From an optimization exercise on the open Yosys and OpenROAD flow, aimed at small area and a short achievable clock period; shortcuts taken in it are not production practice.
The RTL was checked by simulation tests, not by an equivalence proof against the original design.
No activity file was given, so power comes from the tool's default toggle rates.

## cpu_top
module cpu_top (
    input  logic clk,
    input  logic rst,
    input  logic activate,  
    input  logic isolate,   
    output logic [31:0] imem_addr,
    input  logic [15:0] imem_data,
    output logic [31:0] dmem_addr,
    output logic        dmem_wren,
    output logic        dmem_rden,
    output logic [31:0] dmem_wrdata,
    input  logic [31:0] dmem_rddata
);
    logic [31:0] pc, pc_prev;
    logic [15:0] instr;
    logic [31:0] r [0:7];
    logic [31:0] r13, r14;
    logic        n_reg, z_reg, c_reg, v_reg;
    logic        rst_q;      
    logic [31:0] a_ex, b_ex;
    logic [ 4:0] imm_ex;         
    logic        str_ex, add_ex, sub_ex, sh_ex;
    logic [ 3:0] lut_ex;         
    logic [ 1:0] shop_ex;        
    logic [ 3:0] fm_ex;          
    logic        rw_ex, mw_ex, mr_ex, bl_ex;
    logic [ 3:0] wa_ex;
    logic [31:0] exo_mem, wd_mem;
    logic        rw_mem, mw_mem, mr_mem;
    logic [ 3:0] wa_mem;
    logic [31:0] wb_val;
    logic        rw_wb;
    logic [ 3:0] wa_wb;
    logic d_addsub_reg, d_addsub_imm, d_movimm, d_dp, d_sdi, d_mov, d_bx, d_bl;
    logic d_ldr, d_str, d_sp, d_cb, d_b, d_cmp;
    logic [3:0] dpop;
    assign dpop         = instr[9:6];
    assign d_addsub_reg = instr[15:10] == 6'b000110;
    assign d_addsub_imm = instr[15:10] == 6'b000111;
    assign d_movimm     = instr[15:11] == 5'b00100;
    assign d_dp         = instr[15:10] == 6'b010000;
    assign d_sdi        = instr[15:10] == 6'b010001;
    assign d_mov        = d_sdi && instr[9:8] == 2'b10;
    assign d_bx         = d_sdi && instr[9:7] == 3'b110;
    assign d_bl         = d_sdi && instr[9:6] == 4'b0100;
    assign d_ldr        = instr[15:11] == 5'b01101;
    assign d_str        = instr[15:11] == 5'b01100;
    assign d_sp         = instr[15:8] == 8'b10110000;
    assign d_cb         = instr[15:12] == 4'b1101;
    assign d_b          = instr[15:11] == 5'b11100;
    assign d_cmp        = d_dp && dpop == 4'b1010;
    logic dp_and, dp_eor, dp_shift, dp_orr, dp_mvn;
    assign dp_and   = d_dp && dpop == 4'b0000;
    assign dp_eor   = d_dp && dpop == 4'b0001;
    assign dp_shift = d_dp && (dpop == 4'b0010 || dpop == 4'b0011 || dpop == 4'b0100 || dpop == 4'b0111);
    assign dp_orr   = d_dp && dpop == 4'b1100;
    assign dp_mvn   = d_dp && dpop == 4'b1111;
    logic [2:0] rd;
    logic [3:0] wa;
  ...
Size in the first run: ~3900 cells after synthesis, roughly 620 flip-flops, about 150 I/O pins, roughly 38000 sq um of cells after synthesis.
Settings: LEC_CHECK=0, CAP_MARGIN=20, CORE_MARGIN=2, CORE_UTILIZATION=50, SLEW_MARGIN=20, TNS_END_PERCENT=5; clock period 14.0 ns.
standard.sh (not shown) runs the stock make flow with config.mk's settings and CLKGATE_MAP_FILE= SYNTH_SCRIPT=/design/flow/synth_recipe.tcl, a recipe that flattens the netlist after the stock synthesis.
==> flow/flow/run.sh <==
#!/bin/bash
# Standard ORFS layout (the standard.sh, unchanged synthesis), with the
# timing repair steps asked to leave setup slack margin so that they
# optimise for a shorter period than the 14 ns constraint, and the port
# buffers made as plain buf_2 cells (the resizer still sizes them).
set -euo pipefail
bash standard.sh SETUP_SLACK_MARGIN=10.8 \
  "BUFFER_PORTS_ARGS=-buffer_cell sky130_fd_sc_hd__buf_2" finish > standard_flow.log 2>&1
The first run completed without violations.
Edit:
--- a/flow/config.mk
+++ b/flow/config.mk
@@ -6,4 +6,5 @@
 export NUM_CORES = 4
 export LEC_CHECK = 0
+export ABC_AREA = 1
 export CAP_MARGIN = 20
 export CORE_MARGIN = 2
Synthesized cell count grows by 33%.
Wire length went up by 1.9%.
Design area shrinks by 1.4%.
Edit:
--- a/flow/flow/run.sh
+++ b/flow/flow/run.sh
@@ -5,4 +5,4 @@
 # buffers made as plain buf_2 cells (the resizer still sizes them).
 set -euo pipefail
-bash standard.sh SETUP_SLACK_MARGIN=10.8 \
+bash standard.sh SETUP_SLACK_MARGIN=10.4 \
   "BUFFER_PORTS_ARGS=-buffer_cell sky130_fd_sc_hd__buf_2" finish > standard_flow.log 2>&1
Effect:
- The new run produced a clean layout
- via count decreases slightly
- clock skew goes up by 0.0097 ns
- core utilization decreases by 1.6 points
- maximum frequency drops by a few percent
- setup slack got worse by 0.084 ns
- worst hold slack barely changes
- power is lower slightly
- flip-flop and latch count is unchanged
- combinational power goes down by a few percent
- critical path depth stays the same
- cell count came out lower slightly
Edit:
==> flow/flow/run.sh (replaced) <==
#!/bin/bash
# Standard ORFS layout (the standard.sh, unchanged synthesis), with the
# timing repair steps asked to leave setup slack margin so that they
# optimise for a shorter period than the 14 ns constraint.
set -euo pipefail
bash standard.sh SETUP_SLACK_MARGIN=10.4 finish > standard_flow.log 2>&1
--- a/flow/config.mk
+++ b/flow/config.mk
@@ -6,5 +6,4 @@
 export NUM_CORES = 4
 export LEC_CHECK = 0
-export ABC_AREA = 1
 export CAP_MARGIN = 20
 export CORE_MARGIN = 2
The new run produced a clean layout.
Clock-buffer cell count came out lower by 1.
Critical path depth climbs by 6.
Setup slack is worse by 0.062 ns.
Wire length went up by 4.9%.

* * *

Another version of the RTL of cpu_top (not shown whole).
For scale: ~5200 cells after synthesis, ~620 flip-flops, ~150 I/O pins.
==> flow/design.v (excerpt) <==
module cpu_top (
    input  logic clk,
    input  logic rst,
    input  logic activate,  
    input  logic isolate,   
    output logic [31:0] imem_addr,
    input  logic [15:0] imem_data,
    output logic [31:0] dmem_addr,
    output logic        dmem_wren,
    output logic        dmem_rden,
    output logic [31:0] dmem_wrdata,
    input  logic [31:0] dmem_rddata
);
export LEC_CHECK = 0
export ABC_AREA = 1
export CAP_MARGIN = 20
export CORE_MARGIN = 2
export CORE_UTILIZATION = 50
export CTS_CLUSTER_DIAMETER = 80
export CTS_CLUSTER_SIZE = 25
export SLEW_MARGIN = 20
export TNS_END_PERCENT = 5
create_clock -name core_clock -period 14.0 [get_ports {clk}]
==> flow/flow/run.sh <==
#!/bin/bash
# Standard ORFS layout (the standard.sh, unchanged synthesis), with the
# timing repair steps asked to leave setup slack margin so that they
# optimise for a shorter period than the 14 ns constraint, and the port
# buffers made as plain buf_2 cells (the resizer still sizes them).
set -euo pipefail
bash standard.sh SETUP_SLACK_MARGIN=10.4 \
  "BUFFER_PORTS_ARGS=-buffer_cell sky130_fd_sc_hd__buf_2" finish > standard_flow.log 2>&1
The baseline completed with no timing, DRC or antenna violations.
Edit:
Settings changed: CTS_CLUSTER_DIAMETER 80 to unset, CTS_CLUSTER_SIZE 25 to unset, TNS_END_PERCENT 5 to 0.
The new run passed the timing, DRC and antenna checks.
Wire length went up by 1.2%.
Setup slack is better by 0.061 ns.
Total power climbs by 13%.
Final area rises by 3.3%.
Core utilization grows by 1.8 points.
Die area does not change.
Edit:
Settings changed: TNS_END_PERCENT 0 to 5.
Effect: The changed run finished clean. Final area rises by 0.46%. Power increases by 0.31%. Die area stays the same. Setup slack is about the same. Sequential cell count does not change.
Edit:
Settings changed: CORE_UTILIZATION 50 to 40.
What happened: Wire length climbs slightly; cell area drops slightly; power drops slightly; setup slack is worse by 0.11 ns; flip-flop and latch count does not change; sequential power hardly moves; clock power drops by a few percent; hold slack is about the same.

* * *

## try-violet
Starting RTL as in the previous note.
## cpu_top
module cpu_top (
    input  logic clk,
    input  logic rst,
    input  logic activate,  
    input  logic isolate,   
    output logic [31:0] imem_addr,
    input  logic [15:0] imem_data,
    output logic [31:0] dmem_addr,
    output logic        dmem_wren,
    output logic        dmem_rden,
    output logic [31:0] dmem_wrdata,
    input  logic [31:0] dmem_rddata
);
==> flow/config.mk <==
export PLATFORM = sky130hd
export DESIGN_NAME = cpu_top
export DESIGN_NICKNAME = cpu_top
export VERILOG_FILES = /design/flow/design.v
export SDC_FILE = /design/flow/constraint.sdc
export NUM_CORES = 4
export LEC_CHECK = 0
export ABC_AREA = 1
export CAP_MARGIN = 20
export CORE_MARGIN = 2
export CORE_UTILIZATION = 50
export CTS_CLUSTER_DIAMETER = 70
export CTS_CLUSTER_SIZE = 30
export SLEW_MARGIN = 20
export TNS_END_PERCENT = 5
==> flow/constraint.sdc <==
create_clock -name core_clock -period 14.0 [get_ports {clk}]
set_input_delay 2.8000 -clock core_clock [delete_from_list [all_inputs] [get_ports {clk}]]
set_output_delay 2.8000 -clock core_clock [all_outputs]
set_load 0.01 [all_outputs]
Scripts as last shown in full above: flow/flow/run.sh
try-violet: PASS, flow complete, no timing, DRC or antenna violations
[inputs] try-sierra vs try-violet
diff --git a/flow/config.mk b/flow/config.mk
--- a/flow/config.mk
+++ b/flow/config.mk
@@ -7,3 +7,2 @@
 export LEC_CHECK = 0
-export ABC_AREA = 1
 export CAP_MARGIN = 20
@@ -11,4 +10,2 @@
 export CORE_UTILIZATION = 50
-export CTS_CLUSTER_DIAMETER = 70
-export CTS_CLUSTER_SIZE = 30
 export SLEW_MARGIN = 20
### Flow results
try-sierra | status: complete | timing, DRC, antenna: pass
The dominant combinational cell family by area after synthesis comes out simple AND/OR/NAND/NOR gates in one run and compound AO/OA/AOI/OAI gates in the other, namely in try-violet and try-sierra respectively.
Minimum period implied by the final worst setup slack, try-violet and try-sierra: lower on try-violet
try-sierra: post-route worst hold slack 0.0036 ns above try-violet
Taking try-violet as the reference point, the detailed-placement wirelength estimate of try-sierra rises by 0.43%.
try-violet reports its slowest cell on the critical path as sky130_fd_sc_hd__dfxtp_1 while try-sierra reports sky130_fd_sc_hd__o32ai_1.
Per the comparison of try-sierra with try-violet, setup slack shows a reduction of 0.25 ns, total number of vias shows a reduction of 3943, clock network fraction of design power shows an increase of 3.9 points, routed wire length shows an increase of 5600 um.
In the reports for try-violet and try-sierra, the larger fraction of layout cells with a size suffix above 1 belongs to try-sierra.
Compared with try-violet, combinational power in try-sierra increased by more than 10%.
Input changes introduced in try-garnet (baseline for comparison: try-sierra):
diff --git a/flow/flow/run.sh b/flow/flow/run.sh
--- a/flow/flow/run.sh
+++ b/flow/flow/run.sh
@@ -6,3 +6,3 @@
 set -euo pipefail
-bash standard.sh SETUP_SLACK_MARGIN=10.4 \
+bash standard.sh SETUP_SLACK_MARGIN=10.0 \
   "BUFFER_PORTS_ARGS=-buffer_cell sky130_fd_sc_hd__buf_2" finish > standard_flow.log 2>&1
diff --git a/flow/config.mk b/flow/config.mk
--- a/flow/config.mk
+++ b/flow/config.mk
@@ -7,2 +7,3 @@
 export LEC_CHECK = 0
+export ABC_AREA = 1
 export CAP_MARGIN = 20
Findings:
- ~same final number of max-transition violations in try-garnet and try-sierra
- try-garnet vs. try-sierra: first-iteration DRC count has increased; number of tap cells inserted shows an increase of 61; first-pass detailed-route iteration total lower; final wirelength fell 7300 um.
- For static leakage, dividing the value from try-garnet by the value from try-sierra gives 1.12.
- The higher instance count on the critical path of try-garnet and try-sierra is in try-sierra.
- Going from try-sierra to try-garnet, worst slew margin relative to its limit now larger; post-synthesis instance area up 730 um2; first-pass GRT wire length fell about 3%; simple-gate portion of the synthesized area went up.
- try-garnet has completed all stages; timing, DRC and antenna checks passed.
Setup changes, try-garnet to try-zinc
diff --git a/flow/flow/run.sh b/flow/flow/run.sh
--- a/flow/flow/run.sh
+++ b/flow/flow/run.sh
@@ -6,3 +6,3 @@
 set -euo pipefail
-bash standard.sh SETUP_SLACK_MARGIN=10.0 \
+bash standard.sh SETUP_SLACK_MARGIN=10.4 \
   "BUFFER_PORTS_ARGS=-buffer_cell sky130_fd_sc_hd__buf_2" finish > standard_flow.log 2>&1
diff --git a/flow/config.mk b/flow/config.mk
--- a/flow/config.mk
+++ b/flow/config.mk
@@ -11,2 +11,4 @@
 export CORE_UTILIZATION = 50
+export CTS_CLUSTER_DIAMETER = 100
+export CTS_CLUSTER_SIZE = 20
 export SLEW_MARGIN = 20
[summary]
Worst-case hold slack: try-zinc vs try-garnet — no meaningful difference. In try-zinc, leakage power of the design is lower than in try-garnet. Final worst setup slack in try-zinc vs try-garnet: up 0.054 ns. Looking only at cell count, and setting everything else aside, the higher value of try-garnet and try-zinc goes to try-garnet. Compared with try-garnet, try-zinc improves total power.

[afterwards: timing with drivers on the ports]
No port has a modelled driver above. Below, the same layouts with a new extraction and two added sets of constraints. Step 1, drivers: a clkbuf_16 drives clk and a buf_2 each remaining input, both assumed. Step 2, shift: input delay + t, output delay - t, t = (earliest + latest rising clock arrival at the registers) / 2. This alone moves slack from input paths to output paths. Three values: ideal, step 1, step 2; two values: the first two.
| run | shift t [ns] | slack for setup (ns) | hold WS [ns] | clock arrival spread, ns |
|---|---|---|---|---|
| the first run of note 1 | 0.709 | 9.914 / 9.867 / 9.225 | 0.327 / 0.327 / 0.327 | 0.026 / 0.026 |
| the second run of note 1 | 0.690 | 9.979 / 9.911 / 9.234 | 0.326 / 0.326 / 0.326 | 0.043 / 0.043 |
| the third run of note 1 | 0.700 | 9.895 / 9.821 / 9.256 | 0.326 / 0.326 / 0.326 | 0.062 / 0.061 |
| the fourth run of note 1 | 0.704 | 9.833 / 9.835 / 9.168 | 0.324 / 0.324 / 0.324 | 0.046 / 0.045 |
| the first run of note 2 | 0.688 | 9.973 / 9.905 / 9.439 | 0.330 / 0.330 / 0.330 | 0.040 / 0.040 |
| the second run of note 2 | 0.715 | 10.034 / 9.958 / 9.380 | 0.324 / 0.324 / 0.324 | 0.065 / 0.065 |
| the third run of note 2 | 0.710 | 10.032 / 9.961 / 9.376 | 0.324 / 0.324 / 0.324 | 0.060 / 0.060 |
| the fourth run of note 2 | 0.722 | 9.919 / 9.844 / 9.346 | 0.326 / 0.326 / 0.326 | 0.026 / 0.027 |
| try-violet | 0.677 | 10.037 / 9.967 / 9.415 | 0.328 / 0.328 / 0.328 | 0.069 / 0.069 |
| try-sierra | 0.692 | 9.782 / 9.728 / 9.306 | 0.332 / 0.332 / 0.332 | 0.065 / 0.066 |
| try-garnet | 0.714 | 9.926 / 9.851 / 9.394 | 0.326 / 0.326 / 0.326 | 0.062 / 0.063 |
| try-zinc | 0.668 | 9.980 / 9.951 / 9.349 | 0.328 / 0.328 / 0.328 | 0.041 / 0.041 |
After both steps every run listed still meets setup and hold. The setup slack of the second run of note 1, which loses most, moves by -0.068 ns with the drivers and by -0.745 ns with both steps.
